Background: an optimization exercise with open tools, aiming at small area, a short achievable clock period and few clock cycles. Do not read the settings as production practice. Where RTL was checked, it was by simulation tests only, not by an equivalence proof against the original. For runs 1 to 4, only the layout was checked, not whether the RTL still works. Power is estimated from default activity; no workload was simulated.

**config.mk**
```make
export PLATFORM = sky130hd
export DESIGN_NAME = stream_comp_invoke_top_module_FSM_1
export DESIGN_NICKNAME = stream_comp_invoke_top_module_FSM_1
export VERILOG_FILES = /design/flow/design.v
export SDC_FILE = /design/flow/constraint.sdc
export NUM_CORES = 4
export LEC_CHECK = 0
export CAP_MARGIN = 20
export CORE_AREA = 2 2 60 60
export DIE_AREA = 0 0 62 62
export SETUP_SLACK_MARGIN = 2.0
export SLEW_MARGIN = 20
```
**constraint.sdc**
```tcl
create_clock -name core_clock -period 5.0 [get_ports {clk}]
set_input_delay 1.0000 -clock core_clock [delete_from_list [all_inputs] [get_ports {clk}]]
set_output_delay 1.0000 -clock core_clock [all_outputs]
set_load 0.01 [all_outputs]
```
**design.v**
```verilog
`timescale 1ns/1ps
module stream_comp_invoke_top_module_FSM_1
        #(parameter width = 10)(
        input clk, rst,
        input [width - 1 : 0] data_in_fifo,
        input [width - 1 : 0] length_in_fifo,
        input [width - 1 : 0] command_in_fifo,
        input invoke,
        input [1 : 0] next_mode_in,
        output rd_data_in_fifo,
        output rd_length_in_fifo,
        output rd_command_in_fifo,
        output [width - 1 : 0] length,
        output FC,
        output wr_out_fifo1,
        output [width - 1 : 0] result_out);
    reg [3 : 0] len_q;
    reg k1_q, k0_q;
    wire mm = ~k1_q;                  
    wire mx = k0_q;                   
    wire sm = k1_q & k0_q;            
    reg [3 : 0] cnt;
    wire busy = (cnt != 4'd0);
    wire last = (cnt == 4'd1);
    reg [width - 1 : 0] acc;
    wire inv1 = invoke & ~next_mode_in[0] & ~next_mode_in[1];
    wire inv2 = invoke & next_mode_in[0] & ~next_mode_in[1];
    wire inv3 = invoke & next_mode_in[1];
    wire ld1 = invoke & (next_mode_in[0] ~^ next_mode_in[1]);
    assign rd_command_in_fifo = inv1;
    assign rd_length_in_fifo = inv1;
    assign rd_data_in_fifo = (invoke & next_mode_in[0]) | busy;
    assign wr_out_fifo1 = inv3;
    assign FC = (invoke & (~next_mode_in[0] | (len_q == 4'd1))) | last;
    assign result_out = acc;
    wire keep_len = ~invoke | (next_mode_in[0] ^ next_mode_in[1]);
    assign length = {{(width - 4){1'b0}},
            ({4{inv1}} & length_in_fifo[3 : 0]) | ({4{keep_len}} & len_q)};
    wire cmd_mm = (command_in_fifo[width - 1 : 1] == 0);
    always @(posedge clk)
    begin
        if (ld1)
        begin
            len_q <= length_in_fifo[3 : 0];
            k1_q <= ~cmd_mm;
            k0_q <= cmd_mm ? command_in_fifo[0] : (command_in_fifo == 2);
        end
    end
    always @(posedge clk)
    begin
        if (!rst)
            cnt <= 4'd0;
        else if (inv2 | busy)
            cnt <= (inv2 ? len_q : cnt) - 4'd1;
    end
    wire [width - 1 : 0] opb = sm ? acc : ~acc;
    wire [width - 1 : 0] x = data_in_fifo ^ opb;
    wire [width - 1 : 0] g = data_in_fifo & opb;
    wire g0 = g[0];
    wire g10 = g[1] | (x[1] & g0);
    wire g10c = g[1] | ((data_in_fifo[1] | opb[1]) & g0);
    wire g32 = g[3] | (x[3] & g[2]), p32 = x[3] & x[2];
    wire g54 = g[5] | (x[5] & g[4]), p54 = x[5] & x[4];
    wire g76 = g[7] | (x[7] & g[6]), p76 = x[7] & x[6];
    wire g98 = g[9] | (x[9] & g[8]), p98 = x[9] & x[8];
    wire g30 = g32 | (p32 & g10c);
    wire g74 = g76 | (p76 & g54), p74 = p76 & p54;
    wire g70 = g74 | (p74 & g30);
    wire g20 = g[2] | (x[2] & g10);
    wire g40 = g[4] | (x[4] & g30);
    wire g50 = g54 | (p54 & g30);
    wire g60 = g[6] | (x[6] & g50);
    wire g80 = g[8] | (x[8] & g70);
    wire g90 = g98 | (p98 & g70);
    wire [width : 0] cy = {g90, g80, g70, g60, g50, g40, g30, g20, g10, g0, 1'b0};
    wire [width : 0] s = {cy[width], x ^ cy[width - 1 : 0]};
    wire take_d = inv2 | (mm & (s[width] ~^ mx));
    always @(posedge clk)
    begin
        if (!rst)
            acc <= 0;
        else if (inv2 | busy)
        begin
            if (take_d)
                acc <= data_in_fifo;
            else if (sm)
                acc <= s[width - 1 : 0];
        end
    end
endmodule
```
**flow/run.sh**
```bash
#!/bin/bash
# The standard layout with these changes:
#  - synthesis is synth_recipe.tcl with ORFS's synth.tcl, except that ABC maps
#    the combinational logic with flow/abc.script (registers are untouched:
#    they are mapped before ABC runs, so names, count and cells stay those of
#    the standard synthesis);
#  - plain buf_1 cells as the port buffers (the resizer sizes them up where
#    timing needs it);
#  - one tie cell shared by the constant outputs;
#  - no dummy clock loads in CTS, clkbuf_8 clock buffers.
set -euo pipefail
here=$(pwd)
export BUFFER_PORTS_ARGS="-buffer_cell sky130_fd_sc_hd__buf_1"
export SKIP_REPAIR_TIE_FANOUT=1
# Standard CTS arguments, without the dummy loads CTS adds for balancing,
# and with clkbuf_8 clock buffers (keeps the flip-flop clock slew low).
export CTS_ARGS="-sink_clustering_enable -repair_clock_nets -dont_use_dummy_load -buf_list sky130_fd_sc_hd__clkbuf_8"
export ABC_SCRIPT_X=$here/flow/abc.script
sed 's|^source \$::env(SCRIPTS_DIR)/synth_preamble.tcl|&\nset abc_args [lreplace $abc_args 1 1 $::env(ABC_SCRIPT_X)]\nputs "abc_args: $abc_args"|' \
    "$FLOW_HOME/scripts/synth.tcl" > "$here/synth_abc.tcl"
grep -q 'ABC_SCRIPT_X' "$here/synth_abc.tcl"
sed "s|\$::env(SCRIPTS_DIR)/synth.tcl|$here/synth_abc.tcl|" synth_recipe.tcl > "$here/synth_top.tcl"
grep -q 'synth_abc.tcl' "$here/synth_top.tcl"
sed "s|SYNTH_SCRIPT=[^ ]*|SYNTH_SCRIPT=$here/synth_top.tcl|" standard.sh > "$here/own.sh"
grep -q 'synth_top.tcl' "$here/own.sh"
bash "$here/own.sh" > standard_flow.log 2>&1
```
**flow/abc.script**
```
strash
&get -n
&st
&dch
&nf -R 1000
&put
topo
stime -c
buffer -c
upsize -c
dnsize -c
```
**standard.sh**
```bash
#!/bin/bash
# synth_recipe.tcl (not shown) runs the flow's synth.tcl, then flattens the netlist and writes it again
# the make line also repeats each setting of config.mk as NAME=value (left out here)
make -C /OpenROAD-flow-scripts/flow DESIGN_CONFIG=/design/flow/config.mk WORK_HOME=/design/flow/orfs CLKGATE_MAP_FILE= SYNTH_SCRIPT=/design/flow/synth_recipe.tcl "${@:-finish}"
```
==> results of run 1 <==
## power by group through the flow
stage	sequential [mW]	combinational, mW	clock (mW)
CTS	0.259	0.567	0.110
global route	0.265	0.709	0.116
floorplan	0.266	0.382	0
global placement	0.259	0.472	0
finish	0.259	0.636	0.109
detailed placement	0.261	0.498	0
## repair_timing
item | CTS | global route
endpoints found under the setup margin | 14 | 14
buffers inserted | 5 | 8
pin swaps | 2 | 7
gates cloned | 0 | 2
resized for setup | 10 | 9
hold buffers | 0 | 0
## state kept, by name, indices dropped and copies added (netlist names)
register / cells
k1_q: 1
cnt: 4
len_q: 4
acc: 10
k0_q: 1
## worst max path at each step
stage | start | end | slack (ns) | cells after the start
4_1_cts | data_in_fifo[0] | acc[5] | 2.00 | 13
2_1_floorplan | k0_q | acc[8] | 2.02 | 14
5_1_grt | data_in_fifo[0] | acc[9] | 1.99 | 13
3_3_place_gp | data_in_fifo[0] | acc[9] | 0.92 | 13
3_5_place_dp | data_in_fifo[0] | acc[0] | 0.79 | 13
6_report | data_in_fifo[0] | acc[4] | 2.08 | 13
## cells by family (layout without fill, tap and decap cells)
group	Yosys count	count (layout)	synth area share (%)
adder cells (fa/ha/maj)	15	15	15.4
buffers and inverters	17	70	6.86
flip-flops	20	20	31.6
XOR/XNOR	17	17	10.2
multiplexers	14	14	10.0
other	1	1	0.257
AO/OA/AOI/OAI	37	37	16.0
AND/OR/NAND/NOR	31	31	9.69
## metal layers
layer	part of all wire, %	up-vias	global-route usage, %	wire length (um)
li1	-	634	-	-
met1	42	589	19.0	1390
met2	52	33	35.9	1710
met3	4.2	5	2.48	138
met4	1.1	0	5.47	35
met5	0	-	0	0
## cell usage in the layout (no fill, tap or decap), types with 2 or more instances in the layout
cell type / n
clkbuf_8: 3
dfxtp_1: 14
nand2_4: 2
buf_2: 2
fa_1: 4
edfxtp_1: 6
buf_4: 8
nor3_1: 4
a21oi_2: 3
buf_6: 2
xor2_1: 16
buf_1: 46
nor2_1: 6
nand3_1: 2
nand2_1: 9
ha_1: 9
a21oi_1: 11
inv_1: 4
mux2i_1: 12
and3_1: 2
o21ai_1: 11
buf_12: 4
a22o_1: 5
## worst max-delay path, cell delays in order
cell and delay [ns]:
clkbuf_2 0.11, ha_4 0.17, fa_2 0.41, nand3_2 0.10
nand2_4 0.07, a21oi_4 0.16, o21ai_2 0.07, xor2_1 0.15
o21a_4 0.25, buf_12 0.13, buf_12 0.13, mux2i_1 0.20
a21oi_1 0.09
## area by class of cell
class,count,area [um2]
Fill cell,304,1380
Multi-Input combinational cell,115,977
Sequential cell,20,460
Timing Repair Buffer,63,350
Tap cell,46,57.6
Clock buffer,3,41.3
Inverter,4,15.0
## stage by stage
stage	util, %	instances	worst slack [ns]
2_1_floorplan	-	152	2.02
3_3_place_gp	49.3	233	0.923
3_5_place_dp	49.3	233	0.792
4_1_cts	53.4	241	2.00
5_1_grt	57.9	251	1.99
6_report	57.9	251	2.08
==> impl_metrics.ini, run 1 <==
[sta]
holdWs_ns = 0.551
tns_ns = 0
rsz0062_at_grt = false
setup_viol = 0
fin_crit_sh_pct = 58.4
min_period_ns = 2.92
drv_slew = 0
hold_viol = 0
fmax_ghz = 0.342
skew_ns = 0.0208

[final_layout]
syn2layout_area_growth_pct = 30.4
antenna_cells = 0
final_area_um2 = 1900
fin_nets = 257
drive_gt1_share_pct = 18.0

[clock_tree]
htree_levels = 1
clockRootBuffer = clkbuf_8
clkTransAtPathRegs_ns = 0.06
cts_buffer_depth = 2
clock-sinks = 20
cts_made_buffers = 3
clock_latency_ns = 0.27
tritoncts = done

[detailed_routing]
drt_wl_total_um = 3270
route.detailed.drc = 0
viasPerCell = 5.02
drt_iter0_markers = 12
final_antenna_net_count = 0
num_vias = 1261
drtPass1Iterations = 3
routedWlPerCell_um = 13.0

[global_routing]
grt_pass1_wl_um = 5080
grt_pass1_vias = 1210
grt_max_degree = 13
antenna_found_initial = 0
grt_overflow = 0
track_usage_pct = 18.0

[min_path]
holdPathStages = 2
hp-class = reg -> reg
min_from = acc[6]
whs_endpoint = acc[6]

[worst_setup_path]
reg2reg_depth = 14
path_class = in -> reg
reg2reg_setup_slack_ns = 2.20
critical_path_required_ns = 5.14
r2r-end = acc[4]
critPathArrivalTime_ns = 3.06
timing.rr.start = k1_q
critPathCaptureType = flip-flop
crit_path_start_kind = primary input
crit_fanout = 6

[status]
status = finished clean

[die]
die_y_um = 62
row_count = 21
initial_utilization_pct = 44.4
die_w_um = 62
fp.coreArea_um2 = 3280
dieArea_um2 = 3840
io_pins = 60

[synth]
synthDistinctLibCells = 33
syn-instance-count = 152
synth_area_per_cell_um2 = 9.60
async_flop_share_pct = 0
yosysMostFrequentCell = xor2_1
ys_top_cells_by_count = 16 x xor2_1, 14 x dfxtp_1, 12 x mux2i_1, 12 x o21ai_1
yosysWarnings = 1
synth_top_area_cell = dfxtp_1
ys_seq_area_share_pct = 31.6
ys.flop_type = dfxtp_1
ys_ff_latch = 20
yosysTopAreaCellShare_pct = 19.2
synth_edf_count = 6
synth_area_um2 = 1460
yosys-top-cells-area = dfxtp_1 19%, edfxtp_1 12%, xor2_1 9.6%, ha_1 8.6%, mux2i_1 8.2%
synth_fp_nets = 202

[power_and_ir_drop]
p_sw_mw = 0.419
p_leak_nw = 0.810
p_comb_share_pct = 63.4
power_density_nw_per_um2 = 528
p_clk_share_pct = 10.8
pwr-share-seq_pct = 25.8
p_int_mw = 0.585
ir_worst_vdd_uv = 248
switching_share_pct = 41.7
power.total_mw = 1.00

[placement]
placed_area_um2 = 1620
port_buffers = 47
dpl.hpwl_um = 2440
routabilityCongestion = 0.732

[job]
maxCapViolCount = 0
==> run 2: changes to the inputs <==
--- a/design.v
+++ b/design.v
@@ -25,10 +25,10 @@
     reg [width - 1 : 0] acc;
     wire inv1 = invoke & ~next_mode_in[0] & ~next_mode_in[1];
-    wire inv2 = invoke & next_mode_in[0] & ~next_mode_in[1];
+    wire inv2 = invoke & next_mode_in[0];
     wire inv3 = invoke & next_mode_in[1];
     wire ld1 = invoke & (next_mode_in[0] ~^ next_mode_in[1]);
     assign rd_command_in_fifo = inv1;
     assign rd_length_in_fifo = inv1;
-    assign rd_data_in_fifo = (invoke & next_mode_in[0]) | busy;
+    assign rd_data_in_fifo = (invoke & next_mode_in[0] & ~next_mode_in[1]) | busy;
     assign wr_out_fifo1 = inv3;
     assign FC = (invoke & (~next_mode_in[0] | (len_q == 4'd1))) | last;
@@ -74,5 +74,7 @@
     wire g90 = g98 | (p98 & g70);
     wire [width : 0] cy = {g90, g80, g70, g60, g50, g40, g30, g20, g10, g0, 1'b0};
-    wire [width : 0] s = {cy[width], x ^ cy[width - 1 : 0]};
+    wire [width : 0] sx = {cy[width], x ^ cy[width - 1 : 0]};
+    wire s1 = (data_in_fifo[1] ^ acc[1]) ^ (~sm ^ g0);
+    wire [width : 0] s = {sx[width : 2], s1, sx[0]};
     wire take_d = inv2 | (mm & (s[width] ~^ mx));
     always @(posedge clk)
==> run 2 against run 1 <==
  * Sequential share of layout area rose by 0.81 points
  * Global-route usage rose by 0.51 points
  * Clock skew fell by 0.0073 ns
  * Non-clock buffer count fell by 7
  * Die area did not move
  * Cell count rose by 1.2%
  * Total power rose by 4.6%
  * Worst setup slack improved by 0.032 ns
  * Area after synthesis rose by 4.1%
  * Wire length rose by 3.9%
  * Clock power barely moved
  * Maximum frequency rose by 1.1%
  * Largest power group unchanged
==> impl_metrics.ini, run 2 <==
[status]
status = finished clean

[synth]
ys_ff_latch = 20
ys.flop_type = dfxtp_1
synth_top_area_cell = dfxtp_1
yosys-top-cells-area = dfxtp_1 18%, edfxtp_1 12%, ha_1 9.9%, xor2_1 8.6%, mux2i_1 7.2%
yosysWarnings = 1
synth_area_per_cell_um2 = 9.49
ys_seq_area_share_pct = 30.3
syn-instance-count = 160
synthDistinctLibCells = 34
ys_top_cells_by_count = 15 x xor2_1, 14 x a21oi_1, 14 x dfxtp_1
async_flop_share_pct = 0
yosysTopAreaCellShare_pct = 18.5
synth_fp_nets = 211
yosysMostFrequentCell = xor2_1
synth_area_um2 = 1520
synth_edf_count = 6

[clock_tree]
ctsHoldBuffers = 0
clkTransAtPathRegs_ns = 0.06
clockRootBuffer = clkbuf_8
cts_buffer_depth = 2
htree_levels = 1
cts_made_buffers = 3
tritoncts = done
clock-sinks = 20
clock_latency_ns = 0.26

[global_routing]
antenna_found_initial = 0
grt_overflow = 0
grt_pass1_wl_um = 5260
grt_pass1_vias = 1174
grt_max_degree = 14
track_usage_pct = 18.5

[worst_setup_path]
crit_path_start_kind = primary input
critPathCaptureType = primary output
critical_path_required_ns = 4.00
path_class = in -> out
crit_fanout = 5
critPathArrivalTime_ns = 1.89

[placement]
port_buffers = 47
placed_cells = 241
routabilityCongestion = 0.768
dpl.hpwl_um = 2460
dp_slack_ns = 1.46

[detailed_routing]
drt_wl_total_um = 3400
route.detailed.drc = 0
final_antenna_net_count = 0
drt_iter0_markers = 27
routedWlPerCell_um = 13.4
drtPass1Iterations = 4
num_vias = 1326
viasPerCell = 5.22

[final_layout]
drive_gt1_share_pct = 13.5
fin_nets = 261
mostFrequentLayoutCells = 47 x buf_1, 15 x xor2_1, 14 x dfxtp_1, 13 x a21oi_1, 13 x o21ai_1
multiInputGateArea_um2 = 998
stdcell_count = 254
n_fill_cell = 316
regMostFlops = acc
utilization_pct = 56.0
final_common_cell = buf_1
reg.largest.list = acc (10), cnt (4), len_q (4)
largest_reg_flops = 10
syn2layout_area_growth_pct = 21.2
seq_area_um2 = 460
antenna_cells = 0

[sta]
worst_pin_slew_ns = 0.568
skew_ns = 0.0135
layout_setup_ws_ns = 2.11
fmax_ghz = 0.346
rsz0062_at_grt = false
holdWs_ns = 0.554
setup_viol = 0
slew_headroom_pct = 62.1
tns_ns = 0
drv_slew = 0
hold_viol = 0
fin_crit_sh_pct = 57.8
min_period_ns = 2.89

[min_path]
hp-class = reg -> reg

[die]
row_count = 21
dieArea_um2 = 3840
fp.coreArea_um2 = 3280
die_w_um = 62
initial_utilization_pct = 46.2
io_pins = 60
die_y_um = 62

[power_and_ir_drop]
power_density_nw_per_um2 = 570
ir_worst_vdd_uv = 246
p_leak_nw = 0.770

[job]
maxCapViolCount = 0
[run 2: cell types whose count changed after synthesis, sizes merged, moves of 2 or more]
cell    before  now
xnor2        1    3
a21oi       15   18
o21ai       13   15
ha          10   12
clkbuf       3    1
inv          4    7
[run 2: final cells by class]
type                    instances  area share [%]
well taps                      46            3.13
multi-input cells             122            54.2
inverters                       7            1.43
repair buffers                 56            13.9
flip-flops and latches         20            25.0
clock buffers                   3            2.24
[run 2: worst max-delay path, stage by stage]
cell and delay (ns):
buf_1 0.14, nor3b_4 0.30, buf_4 0.17, a22o_1 0.13, buf_1 0.15
[run 2: through the flow]
step                total power, mW  cell area (um2)
finish                         1.05             1840
global route                   1.15             1840
CTS                            1.01             1760
detailed placement            0.859             1670
global placement              0.826             1670
floorplan                     0.748             1520
[run 2: power by group]
part | switching, mW | internal [mW]
combinational | 0.356 | 0.307
clock | 0.0527 | 0.0537
sequential | 0.0540 | 0.226
[run 2: final timing paths]
kind | start | endpoint | slack (ns) | cells after the start
min reg2reg | acc[5] | acc[5] | 0.55 | 2
max | next_mode_in[0] | length[3] | 2.11 | 5
max reg2reg | k1_q | acc[8] | 2.24 | 11
min | acc[5] | acc[5] | 0.55 | 2
[run 2: kinds of logic (layout without fill, tap and decap cells)]
| group | count (synthesis) | after routing | synth area share, % |
|---|---|---|---|
| AOI/OAI and AO/OA | 44 | 45 | 19.1 |
| xor gates and xnor gates | 18 | 18 | 10.4 |
| adders and majority gates | 16 | 16 | 15.2 |
| buffers and inverters | 19 | 66 | 7.58 |
| DFF | 20 | 20 | 30.3 |
| muxes | 13 | 13 | 8.73 |
| other | 1 | 1 | 0.247 |
| and+or+nand+nor | 29 | 29 | 8.48 |
[run 2: timing repair]
action | 4_1_cts | 5_1_grt
gates cloned | 1 | 0
endpoints found under the setup margin | 14 | 14
pin swaps | 1 | 2
resized for setup | 6 | 1
setup buffers | 0 | 9
endpoints found under the hold margin | 0 | 0
[run 2: layer usage]
metal	up-vias	GRT usage [%]	share of wire (%)
met3	7	3.31	4.3
met4	0	8.51	1.5
met2	35	29.0	49
met1	621	24.6	45
li1	663	-	-
met5	-	0	0
==> run 3: changes to the inputs <==
--- a/design.v
+++ b/design.v
@@ -34,13 +34,13 @@
     assign FC = (invoke & (~next_mode_in[0] | (len_q == 4'd1))) | last;
     assign result_out = acc;
-    wire keep_len = ~invoke | (next_mode_in[0] ^ next_mode_in[1]);
     assign length = {{(width - 4){1'b0}},
-            ({4{inv1}} & length_in_fifo[3 : 0]) | ({4{keep_len}} & len_q)};
+            ({4{inv1}} & length_in_fifo[3 : 0]) | ({4{~inv1}} & len_q)};
     wire cmd_mm = (command_in_fifo[width - 1 : 1] == 0);
+    always @(posedge clk)
+        len_q <= length[3 : 0];
     always @(posedge clk)
     begin
         if (ld1)
         begin
-            len_q <= length_in_fifo[3 : 0];
             k1_q <= ~cmd_mm;
             k0_q <= cmd_mm ? command_in_fifo[0] : (command_in_fifo == 2);
@@ -74,7 +74,5 @@
     wire g90 = g98 | (p98 & g70);
     wire [width : 0] cy = {g90, g80, g70, g60, g50, g40, g30, g20, g10, g0, 1'b0};
-    wire [width : 0] sx = {cy[width], x ^ cy[width - 1 : 0]};
-    wire s1 = (data_in_fifo[1] ^ acc[1]) ^ (~sm ^ g0);
-    wire [width : 0] s = {sx[width : 2], s1, sx[0]};
+    wire [width : 0] s = {cy[width], x ^ cy[width - 1 : 0]};
     wire take_d = inv2 | (mm & (s[width] ~^ mx));
     always @(posedge clk)
==> run 3 against run 2 <==
  * Critical endpoint is now length[1]
  * Worst setup slack worse by 0.058 ns
  * Cell area decreased by 2.7%
  * Sequential power is essentially flat
  * Count of clock-buffer cells in the layout is the same
  * Worst hold slack worse by 0.017 ns
  * Still clean
  * Non-clock buffer count grew 2
  * Synthesized cell count is 7.5% lower
  * Utilization shrank 1.5 points
  * Combinational power grew 4.2%
  * Cell count shrank 4.3%
==> impl_metrics.ini, run 3 <==
[placement]
routabilityCongestion = 0.726
dpl.hpwl_um = 2250
port_buffers = 47
dp_slack_ns = 1.33

[worst_setup_path]
path_buf_inv = 3
cp_slowest_stage_delay_ns = 0.34
worst-path-stages = 5
cpMaxStageDelayCell = mux2_2
worstSetupEndpoint = length[1]
startpoint = next_mode_in[0]
crit_chain = clkbuf_2, nor3b_4, buf_6, mux2_2, buf_1
critical_path_required_ns = 4.00
crit_path_start_kind = primary input
critPathCaptureType = primary output
crit_fanout = 6
reg2reg_depth = 13
critPathArrivalTime_ns = 1.95
cpLargestDelayFamily = buffers and inverters
reg2reg_setup_slack_ns = 2.21
r2r-end = acc[0]
path_class = in -> out
timing.rr.start = k1_q

[power_and_ir_drop]
power_density_nw_per_um2 = 602
p_leak_nw = 0.758
ir_worst_vdd_uv = 203

[clock_tree]
htree_levels = 1
cts_made_buffers = 3
cts_buffer_depth = 2
clockRootBuffer = clkbuf_8
clock_latency_ns = 0.26
clkTransAtPathRegs_ns = 0.08
ctsHoldBuffers = 0
clock-sinks = 20
tritoncts = done

[final_layout]
n_fill_cell = 317
antenna_cells = 0
mostFrequentLayoutCells = 45 x buf_1, 18 x dfxtp_1, 16 x xor2_1, 12 x mux2i_1, 12 x a21oi_1
final_common_cell = buf_1
largest_reg_flops = 10
fin_nets = 249
reg.largest.list = acc (10), cnt (4), len_q (4)
regMostFlops = acc
syn2layout_area_growth_pct = 26.7
drive_gt1_share_pct = 17.3

[global_routing]
grt_max_degree = 13
track_usage_pct = 17.8
grt_overflow = 0
grt_pass1_vias = 1211
antenna_found_initial = 0
grt_pass1_wl_um = 5080

[synth]
ys_seq_area_share_pct = 29.8
synth_compound_area_share_pct = 14.6
synthXorXnorAreaFrac_pct = 10.5
yosysWarnings = 1
ys.flop_type = dfxtp_1
synth_edf_count = 2
ys_ff_latch = 20
synth_area_um2 = 1410
syn-instance-count = 148
synth_area_per_cell_um2 = 9.54
yosysTopAreaCellShare_pct = 25.5
synth_top_area_cell = dfxtp_1
synth_top_family_by_area = adder cells
synthAdderAreaFrac_pct = 15.9
yosys.area_share.simple_pct = 8.77
async_flop_share_pct = 0
synthDistinctLibCells = 34
synth_mux_area_share_pct = 13.6
synth_fp_nets = 198
yosys-top-cells-area = dfxtp_1 26%, xor2_1 9.9%, ha_1 8.9%, mux2i_1 8.5%, fa_1 7.1%
yosysMostFrequentCell = dfxtp_1
ys_top_cells_by_count = 18 x dfxtp_1, 16 x xor2_1, 12 x a21oi_1, 12 x mux2i_1, 11 x o21ai_1

[die]
io_pins = 60
fp.coreArea_um2 = 3280
die_w_um = 62
dieArea_um2 = 3840
initial_utilization_pct = 43.0
die_y_um = 62
row_count = 21

[sta]
fin_crit_sh_pct = 58.9
setup_viol = 0
skew_ns = 0.0145
tns_ns = 0
hold_viol = 0
drv_slew = 0
layout_setup_ws_ns = 2.05
min_period_ns = 2.95
fmax_ghz = 0.339
rsz0062_at_grt = false

[detailed_routing]
drt_iter0_markers = 38
wl_met2_um = 1600
drt_wl_total_um = 3150
met1_length_um = 1330
num_vias = 1224
final_antenna_net_count = 0
routedWlPerCell_um = 13.0
route.detailed.drc = 0
viasPerCell = 5.04
wl_met3_um = 219
highest_layer = met4
drtPass1Iterations = 4

[status]
status = finished clean

[min_path]
hp-class = reg -> reg

[job]
maxCapViolCount = 0
==> run 3: per-layer routing <==
metal,track usage [%],up-vias
met5,0,-
met4,4.56,0
met3,3.93,2
met2,30.4,47
met1,22.6,562
li1,-,613
==> run 3: cell families after synthesis <==
kind of cell,Yosys count
compound gates,35
xor+xnor,17
fa+ha+maj,15
buf+inv,15
flops,20
mux,18
other cells,1
simple gates,27
==> run 3: worst min-delay path by stage <==
| stage | to | cells past startpoint | start | slack [ns] |
|---|---|---|---|---|
| after floorplan | len_q[3] | 1 | len_q[3] | 0.53 |
| after global placement | len_q[3] | 1 | len_q[3] | 0.51 |
| after detailed placement | len_q[0] | 1 | len_q[0] | 0.52 |
| after CTS | len_q[0] | 1 | len_q[0] | 0.54 |
| after global routing | len_q[2] | 1 | len_q[2] | 0.57 |
| final | len_q[2] | 1 | len_q[2] | 0.54 |
==> run 3: metrics by stage <==
step / hold slack, ns / instance area, um2 / utilization, % / instances / total power, mW
global route: 0.567 / 1790 / 54.5 / 243 / 1.18
CTS: 0.540 / 1710 / 52.2 / 238 / 1.03
finish: 0.537 / 1790 / 54.5 / 243 / 1.08
detailed placement: 0.518 / 1580 / 48.0 / 230 / 0.852
global placement: 0.515 / 1580 / 48.0 / 230 / 0.820
floorplan: 0.533 / 1420 / - / 148 / 0.723
==> run 3: cell type report <==
cell class	count	area [um2]	area share (%)
Multi-Input combinational cell	113	975	54.4
Sequential cell	20	420	23.5
Timing Repair Buffer	58	285	15.9
Tap cell	46	57.6	3.21
Clock buffer	3	41.3	2.31
Inverter	3	11.3	0.629
==> run 3: worst register-to-register path, cell delays in order (launching register included) <==
cell and delay (ns):
edfxtp_1 0.44, nand2_4 0.23, xor2_1 0.10, ha_2 0.19, fa_2 0.41, nand3_2 0.10
nand2_4 0.07, a21oi_4 0.17, o21ai_2 0.08, xor2_1 0.15, o21a_4 0.25, a21boi_4 0.19
buf_4 0.22, a21oi_1 0.08
==> run 3: report_power, final <==
group	total [mW]	internal, mW	leakage, nW	switching, mW
sequential	0.280	0.224	0.169	0.0552
clock	0.105	0.0536	0.0216	0.0514
combinational	0.692	0.333	0.567	0.360
==> run 3: what timing repair did <==
| action | in CTS | in global routing |
|---|---|---|
| buffers inserted | 4 | 4 |
| pin swaps | 1 | 7 |
| gates resized for setup | 10 | 15 |
| endpoints found under the setup margin | 14 | 14 |
| cloned | 1 | 1 |
==> run 4: changes to the inputs <==
--- a/config.mk
+++ b/config.mk
@@ -9,4 +9,4 @@
 export CORE_AREA = 2 2 60 60
 export DIE_AREA = 0 0 62 62
-export SETUP_SLACK_MARGIN = 2.0
+export SETUP_SLACK_MARGIN = 1.8
 export SLEW_MARGIN = 20
==> run 4 against run 3 <==
  * Maximum frequency fell by 3.3%
  * Utilization fell by 2.9 points
  * Via count fell by 1.6%
  * Count of clock-buffer cells in the layout did not move
  * Critical endpoint is now length[0]
  * Synthesized cell count did not move
  * Register-to-register slack got worse by 0.13 ns
  * Critical path type unchanged
==> impl_metrics.ini, run 4 <==
[status]
status = finished clean

[final_layout]
final_common_cell = buf_1
antenna_cells = 0
regMostFlops = acc
multiInputGateArea_um2 = 945
reg.largest.list = acc (10), cnt (4), len_q (4)
drive_gt1_share_pct = 12.0
syn2layout_area_growth_pct = 20.1
seq_area_um2 = 420
n_fill_cell = 330
mostFrequentLayoutCells = 47 x buf_1, 18 x dfxtp_1, 16 x xor2_1, 12 x mux2i_1, 12 x a21oi_1
fin_nets = 244
largest_reg_flops = 10
stdcell_count = 238

[worst_setup_path]
crit_fanout = 7
path_class = in -> out
reg2reg_setup_slack_ns = 2.08
critPathArrivalTime_ns = 2.05
crit_chain = buf_1, nor3b_4, mux2_2, buf_1
timing.rr.start = k1_q
cpLargestDelayFamily = multiplexers
cp_common_cell = buf_1
path_buf_inv = 2
crit_path_start_kind = primary input
cp_slowest_stage_delay_ns = 0.39
r2r-end = acc[1]
critical_path_required_ns = 4.00
startpoint = invoke
critPathCaptureType = primary output
reg2reg_depth = 14
cpMaxStageDelayCell = mux2_2

[synth]
synth_edf_count = 2
syn-instance-count = 148
synthDistinctLibCells = 34
yosys-top-cells-area = dfxtp_1 26%, xor2_1 9.9%, ha_1 8.9%, mux2i_1 8.5%, fa_1 7.1%
yosysWarnings = 1
async_flop_share_pct = 0
ys_ff_latch = 20
yosysMostFrequentCell = dfxtp_1
synth_fp_nets = 198
yosysTopAreaCellShare_pct = 25.5
synth_area_per_cell_um2 = 9.54
ys.flop_type = dfxtp_1
ys_top_cells_by_count = 18 x dfxtp_1, 16 x xor2_1, 12 x a21oi_1, 12 x mux2i_1, 11 x o21ai_1
ys_seq_area_share_pct = 29.8
synth_top_area_cell = dfxtp_1
synth_area_um2 = 1410

[global_routing]
antenna_found_initial = 0
grt_pass1_vias = 1101
track_usage_pct = 15.9
grt_pass1_wl_um = 4550
grt_max_degree = 13
grt_overflow = 0

[detailed_routing]
final_antenna_net_count = 0
num_vias = 1204
drt_iter0_markers = 27
routedWlPerCell_um = 12.0
drtPass1Iterations = 2
drt_wl_total_um = 2860
viasPerCell = 5.06
route.detailed.drc = 0

[die]
row_count = 21
io_pins = 60
initial_utilization_pct = 43.0
die_w_um = 62
fp.coreArea_um2 = 3280
dieArea_um2 = 3840
die_y_um = 62

[min_path]
min_from = len_q[2]
whs_endpoint = len_q[2]
hp-class = reg -> reg
holdPathStages = 1

[sta]
rsz0062_at_grt = false
skew_ns = 0.0103
hold_viol = 0
fin_crit_sh_pct = 61.0
min_period_ns = 3.05
setup_viol = 0
fmax_ghz = 0.328
tns_ns = 0
drv_slew = 0

[placement]
port_buffers = 47
routabilityCongestion = 0.735
placed_cells = 230
dpl.hpwl_um = 2320

[power_and_ir_drop]
p_leak_nw = 0.707
power_density_nw_per_um2 = 591
p_comb_share_pct = 62.1
p_int_mw = 0.567
p_sw_mw = 0.436
ir_worst_vdd_uv = 207
switching_share_pct = 43.4
pwr-share-seq_pct = 27.8
p_clk_share_pct = 10.1

[clock_tree]
clock-sinks = 20
clock_latency_ns = 0.26
clkTransAtPathRegs_ns = 0.07
clockRootBuffer = clkbuf_8
cts_made_buffers = 3
ctsHoldBuffers = 0
htree_levels = 1
tritoncts = done
cts_buffer_depth = 2

[job]
maxCapViolCount = 0
run 4: logic make-up after synthesis:
kind of cell,count (synthesis),share of synthesized area [%]
xor+xnor,17,10.5
mux,18,13.6
simple gates,27,8.77
fa+ha+maj,15,15.9
compound gates,35,14.6
other cells,1,0.265
buf+inv,15,6.55
flops,20,29.8
run 4: worst max path at each step:
| stage | to | slack [ns] | cells past startpoint |
|---|---|---|---|
| 2_1_floorplan | length[0] | 1.84 | 2 |
| 3_3_place_gp | acc[2] | 1.11 | 13 |
| 3_5_place_dp | acc[2] | 0.97 | 13 |
| 4_1_cts | acc[2] | 1.82 | 13 |
| 5_1_grt | acc[2] | 1.84 | 13 |
| 6_report | length[0] | 1.95 | 4 |
run 4: power groups by stage:
stage | clock, mW | combinational [mW] | sequential (mW)
detailed placement | 0 | 0.574 | 0.280
finish | 0.102 | 0.623 | 0.278
global placement | 0 | 0.540 | 0.277
global route | 0.116 | 0.708 | 0.285
CTS | 0.106 | 0.596 | 0.278
floorplan | 0 | 0.435 | 0.288
run 4: metal layers:
layer	GRT usage [%]	vias up	wire length [um]
met5	0	-	0
met4	5.47	0	24
met3	2.28	4	172
met2	28.0	35	1400
met1	19.7	569	1260
li1	-	596	-
run 4: cell type report:
| type | count | area share, % |
|---|---|---|
| Clock buffer | 3 | 2.43 |
| Timing Repair Buffer | 53 | 13.1 |
| Inverter | 3 | 0.664 |
| Multi-Input combinational cell | 113 | 55.7 |
| Sequential cell | 20 | 24.8 |
| Tap cell | 46 | 3.39 |
run 4: worst register-to-register path: cells and delay by family, from the launching register on:
kind | cells | cell delay, ns
xor gates and xnor gates | 2 | 0.26
AOI/OAI and AO/OA | 6 | 0.87
buffers and inverters | 1 | 0.19
and+or+nand+nor | 3 | 0.46
DFF | 1 | 0.45
adders and majority gates | 2 | 0.61
run 4: timing repair:
| item | in CTS | in global routing |
|---|---|---|
| setup endpoints to repair | 14 | 13 |
| hold endpoints to repair | 0 | 0 |
| gates resized for setup | 6 | 3 |
| gates cloned | 0 | 0 |
| buffers inserted | 1 | 4 |
| pin swaps | 1 | 0 |
run 4: stage by stage:
| stage | setup WS, ns | hold WS, ns | area [um2] | total power [mW] | utilization [%] |
|---|---|---|---|---|---|
| finish | 1.95 | 0.545 | 1700 | 1.00 | 51.7 |
| global route | 1.84 | 0.575 | 1700 | 1.11 | 51.7 |
| CTS | 1.82 | 0.548 | 1650 | 0.980 | 50.1 |
| detailed placement | 0.969 | 0.530 | 1570 | 0.854 | 47.9 |
| global placement | 1.11 | 0.520 | 1570 | 0.816 | 47.9 |
| floorplan | 1.84 | 0.533 | 1410 | 0.723 | - |
==> run 5: changes to the inputs <==
--- a/design.v
+++ b/design.v
@@ -34,6 +34,7 @@
     assign FC = (invoke & (~next_mode_in[0] | (len_q == 4'd1))) | last;
     assign result_out = acc;
+    wire keep_len = ~invoke | (next_mode_in[0] ^ next_mode_in[1]);
     assign length = {{(width - 4){1'b0}},
-            ({4{inv1}} & length_in_fifo[3 : 0]) | ({4{~inv1}} & len_q)};
+            ({4{inv1}} & length_in_fifo[3 : 0]) | ({4{keep_len}} & len_q)};
     wire cmd_mm = (command_in_fifo[width - 1 : 1] == 0);
     always @(posedge clk)
--- a/flow/run.sh
+++ b/flow/run.sh
@@ -8,5 +8,5 @@
 #    timing needs it);
 #  - one tie cell shared by the constant outputs;
-#  - no dummy clock loads in CTS, clkbuf_8 clock buffers.
+#  - no dummy clock loads in CTS, clkbuf_8 clock buffers, one sink cluster.
 set -euo pipefail
 here=$(pwd)
@@ -15,5 +15,5 @@
 # Standard CTS arguments, without the dummy loads CTS adds for balancing,
 # and with clkbuf_8 clock buffers (keeps the flip-flop clock slew low).
-export CTS_ARGS="-sink_clustering_enable -repair_clock_nets -dont_use_dummy_load -buf_list sky130_fd_sc_hd__clkbuf_8"
+export CTS_ARGS="-sink_clustering_enable -repair_clock_nets -dont_use_dummy_load -buf_list sky130_fd_sc_hd__clkbuf_8 -sink_clustering_size 30 -sink_clustering_max_diameter 200"
 export ABC_SCRIPT_X=$here/flow/abc.script
 sed 's|^source \$::env(SCRIPTS_DIR)/synth_preamble.tcl|&\nset abc_args [lreplace $abc_args 1 1 $::env(ABC_SCRIPT_X)]\nputs "abc_args: $abc_args"|' \
==> run 5 against run 4 <==
  * Area after synthesis fell by 0.62%
  * Highest routed layer unchanged
  * Sequential cell count did not move
  * Largest cell class unchanged
  * Worst hold slack improved by 0.0033 ns
  * Sequential power barely moved
==> impl_metrics.ini, run 5 <==
[sta]
hold_viol = 0
fmax_ghz = 0.326
fin_crit_sh_pct = 61.4
drv_slew = 0
skew_ns = 0.0151
setup_viol = 0
rsz0062_at_grt = false
holdWs_ns = 0.548
tns_ns = 0
min_period_ns = 3.07
layout_setup_ws_ns = 1.93

[min_path]
hp-class = reg -> reg
holdPathStages = 2

[worst_setup_path]
startpoint = invoke
crit_fanout = 7
worstSetupEndpoint = length[1]
timing.rr.start = k1_q
path_class = in -> out
reg2reg_setup_slack_ns = 2.10
cp_common_cell = buf_1
crit_path_start_kind = primary input
reg2reg_depth = 14
cp_slowest_stage_delay_ns = 0.41
cpMaxStageDelayCell = nor3b_2
critPathArrivalTime_ns = 2.07
crit_chain = buf_1, nor3b_2, a21oi_1, a22o_1, buf_1
r2r-end = acc[8]
critical_path_required_ns = 4.00
critPathCaptureType = primary output

[placement]
routabilityCongestion = 0.761
dpl.hpwl_um = 2210
port_buffers = 47
dp_slack_ns = 0.939

[job]
maxCapViolCount = 0

[clock_tree]
cts_buffer_depth = 2
clockRootBuffer = clkbuf_8
clock_latency_ns = 0.26
ctsHoldBuffers = 0
htree_levels = 1
clock-sinks = 20
clkTransAtPathRegs_ns = 0.06
tritoncts = done
cts_made_buffers = 3

[detailed_routing]
routedWlPerCell_um = 12.1
num_vias = 1172
drt_wl_total_um = 2840
route.detailed.drc = 0
drtPass1Iterations = 2
final_antenna_net_count = 0
viasPerCell = 4.99
drt_iter0_markers = 61

[global_routing]
grt_pass1_vias = 1008
track_usage_pct = 15.5
grt_overflow = 0
busiest_layer = met2
use_met2_pct = 26.3
use_met3_pct = 2.69
grt_max_degree = 13
antenna_found_initial = 0
grt_util_met1_pct = 19.9
grt_pass1_wl_um = 4340

[synth]
ys.flop_type = dfxtp_1
synthDistinctLibCells = 33
ys_ff_latch = 20
synth_top_area_cell = dfxtp_1
ys_top_cells_by_count = 18 x dfxtp_1, 16 x xor2_1, 13 x a21oi_1
synth_fp_nets = 199
async_flop_share_pct = 0
yosys-top-cells-area = dfxtp_1 26%, xor2_1 10%, ha_1 8.9%, mux2i_1 8.6%, fa_1 7.1%
ys_seq_area_share_pct = 29.9
syn-instance-count = 149
synth_area_per_cell_um2 = 9.42
synth_edf_count = 2
yosysWarnings = 1
synth_area_um2 = 1400
yosysTopAreaCellShare_pct = 25.7
yosysMostFrequentCell = dfxtp_1

[final_layout]
reg.largest.list = acc (10), cnt (4), len_q (4)
fin_nets = 241
regMostFlops = acc
largest_reg_flops = 10
mostFrequentLayoutCells = 47 x buf_1, 18 x dfxtp_1, 16 x xor2_1, 13 x a21oi_1, 12 x mux2i_1
final_common_cell = buf_1
drive_gt1_share_pct = 8.47
syn2layout_area_growth_pct = 17.6
antenna_cells = 0

[status]
status = finished clean

[die]
io_pins = 60
dieArea_um2 = 3840
fp.coreArea_um2 = 3280
die_y_um = 62
initial_utilization_pct = 42.7
row_count = 21
die_w_um = 62

[power_and_ir_drop]
power_density_nw_per_um2 = 588
p_leak_nw = 0.682
ir_worst_vdd_uv = 171
run 5: changes by cell type after synthesis, sizes merged:
| cell | delta |
|---|---|
| a21o | -1 |
| a21oi | +1 |
| a22o | +4 |
| inv | +1 |
| mux2 | -4 |
run 5: critical path, delay by kind of cell:
family | cells | cell delay (ns)
compound gates | 2 | 0.41
simple gates | 1 | 0.41
buf+inv | 2 | 0.25
run 5: worst min-delay path by stage:
stage	slack (ns)	startpoint	to
2_1_floorplan	0.55	len_q[3]	len_q[3]
3_3_place_gp	0.53	len_q[2]	len_q[2]
3_5_place_dp	0.53	len_q[3]	len_q[3]
4_1_cts	0.55	acc[4]	acc[4]
5_1_grt	0.58	acc[0]	acc[0]
6_report	0.55	acc[4]	acc[4]
run 5: cells by family (layout without fill, tap and decap cells):
| logic type | after synthesis | in the layout | synth area share, % |
|---|---|---|---|
| buf+inv | 16 | 56 | 6.86 |
| fa+ha+maj | 15 | 15 | 16.0 |
| other cells | 1 | 1 | 0.267 |
| xor+xnor | 17 | 17 | 10.6 |
| compound gates | 39 | 39 | 17.0 |
| mux | 14 | 14 | 10.4 |
| flops | 20 | 20 | 29.9 |
| simple gates | 27 | 27 | 8.82 |
run 5: through the flow:
| stage | power, mW | utilization [%] | instances | area (um2) |
|---|---|---|---|---|
| 2_1_floorplan | 0.724 | - | 149 | 1400 |
| 3_5_place_dp | 0.846 | 47.6 | 231 | 1560 |
| 5_1_grt | 1.08 | 50.2 | 235 | 1650 |
| 6_report | 0.971 | 50.2 | 235 | 1650 |
| 4_1_cts | 0.974 | 49.9 | 235 | 1640 |
| 3_3_place_gp | 0.819 | 47.6 | 231 | 1560 |
run 5: repair_timing:
| action | 4_1_cts | 5_1_grt |
|---|---|---|
| pin swaps | 1 | 0 |
| endpoints found under the setup margin | 14 | 10 |
| setup buffers | 1 | 0 |
| resized for setup | 6 | 3 |
run 5: where the power goes:
group          leakage, nW  total [mW]  switching (mW)  internal [mW]
clock network       0.0216       0.102          0.0487         0.0536
registers            0.169       0.276          0.0523          0.223
logic                0.492       0.593           0.321          0.272
run 5: layout make-up:
cell class	instances	area, um2
fill	315	1630
clock buffer	3	41.3
multi-input combinational	113	921
inverter	4	15.0
timing repair buffer	49	195
tap	46	57.6
sequential	20	420
run 5: layer usage:
layer	up-vias	wire length (um)
met1	539	1310
met5	-	0
met3	2	122
met2	30	1380
met4	0	21
li1	601	-
Testbench counts of run 5, summed over its fixed seeds: cycles 17,953.

-- separate check: timing with driven ports --
No port has a modelled driver above. Below, the same layouts with a new extraction and two added sets of constraints. Step 1: set_driving_cell puts a clkbuf_16 on clk and a buf_2 on each other input, an assumption about the parent block. Step 2, shift: input delay + t, output delay - t, t = (earliest + latest rising clock arrival at the registers) / 2. This alone moves slack from input paths to output paths. Three values: ideal, step 1, step 2; two values: the first two.
run	t, ns	setup WS [ns]	worst setup path at the end	slew at the worst register clock pin (ns)	worst data-port slew with drivers (ns)
run 1	0.282	2.079 / 2.080 / 1.797	input to register	0.09 / 0.09	0.03
run 2	0.280	2.111 / 2.090 / 1.917	input to register	0.08 / 0.08	0.03
run 3	0.275	2.053 / 2.030 / 1.860	input to register	0.08 / 0.08	0.04
run 4	0.273	1.952 / 1.929 / 1.727	input to register	0.07 / 0.07	0.03
run 5	0.274	1.931 / 1.900 / 1.766	input to register	0.08 / 0.08	0.04
After both steps every run listed still meets setup and hold. For run 1, which loses most, drivers alone change the setup slack by +0.001 ns; drivers and shift together by -0.282 ns.
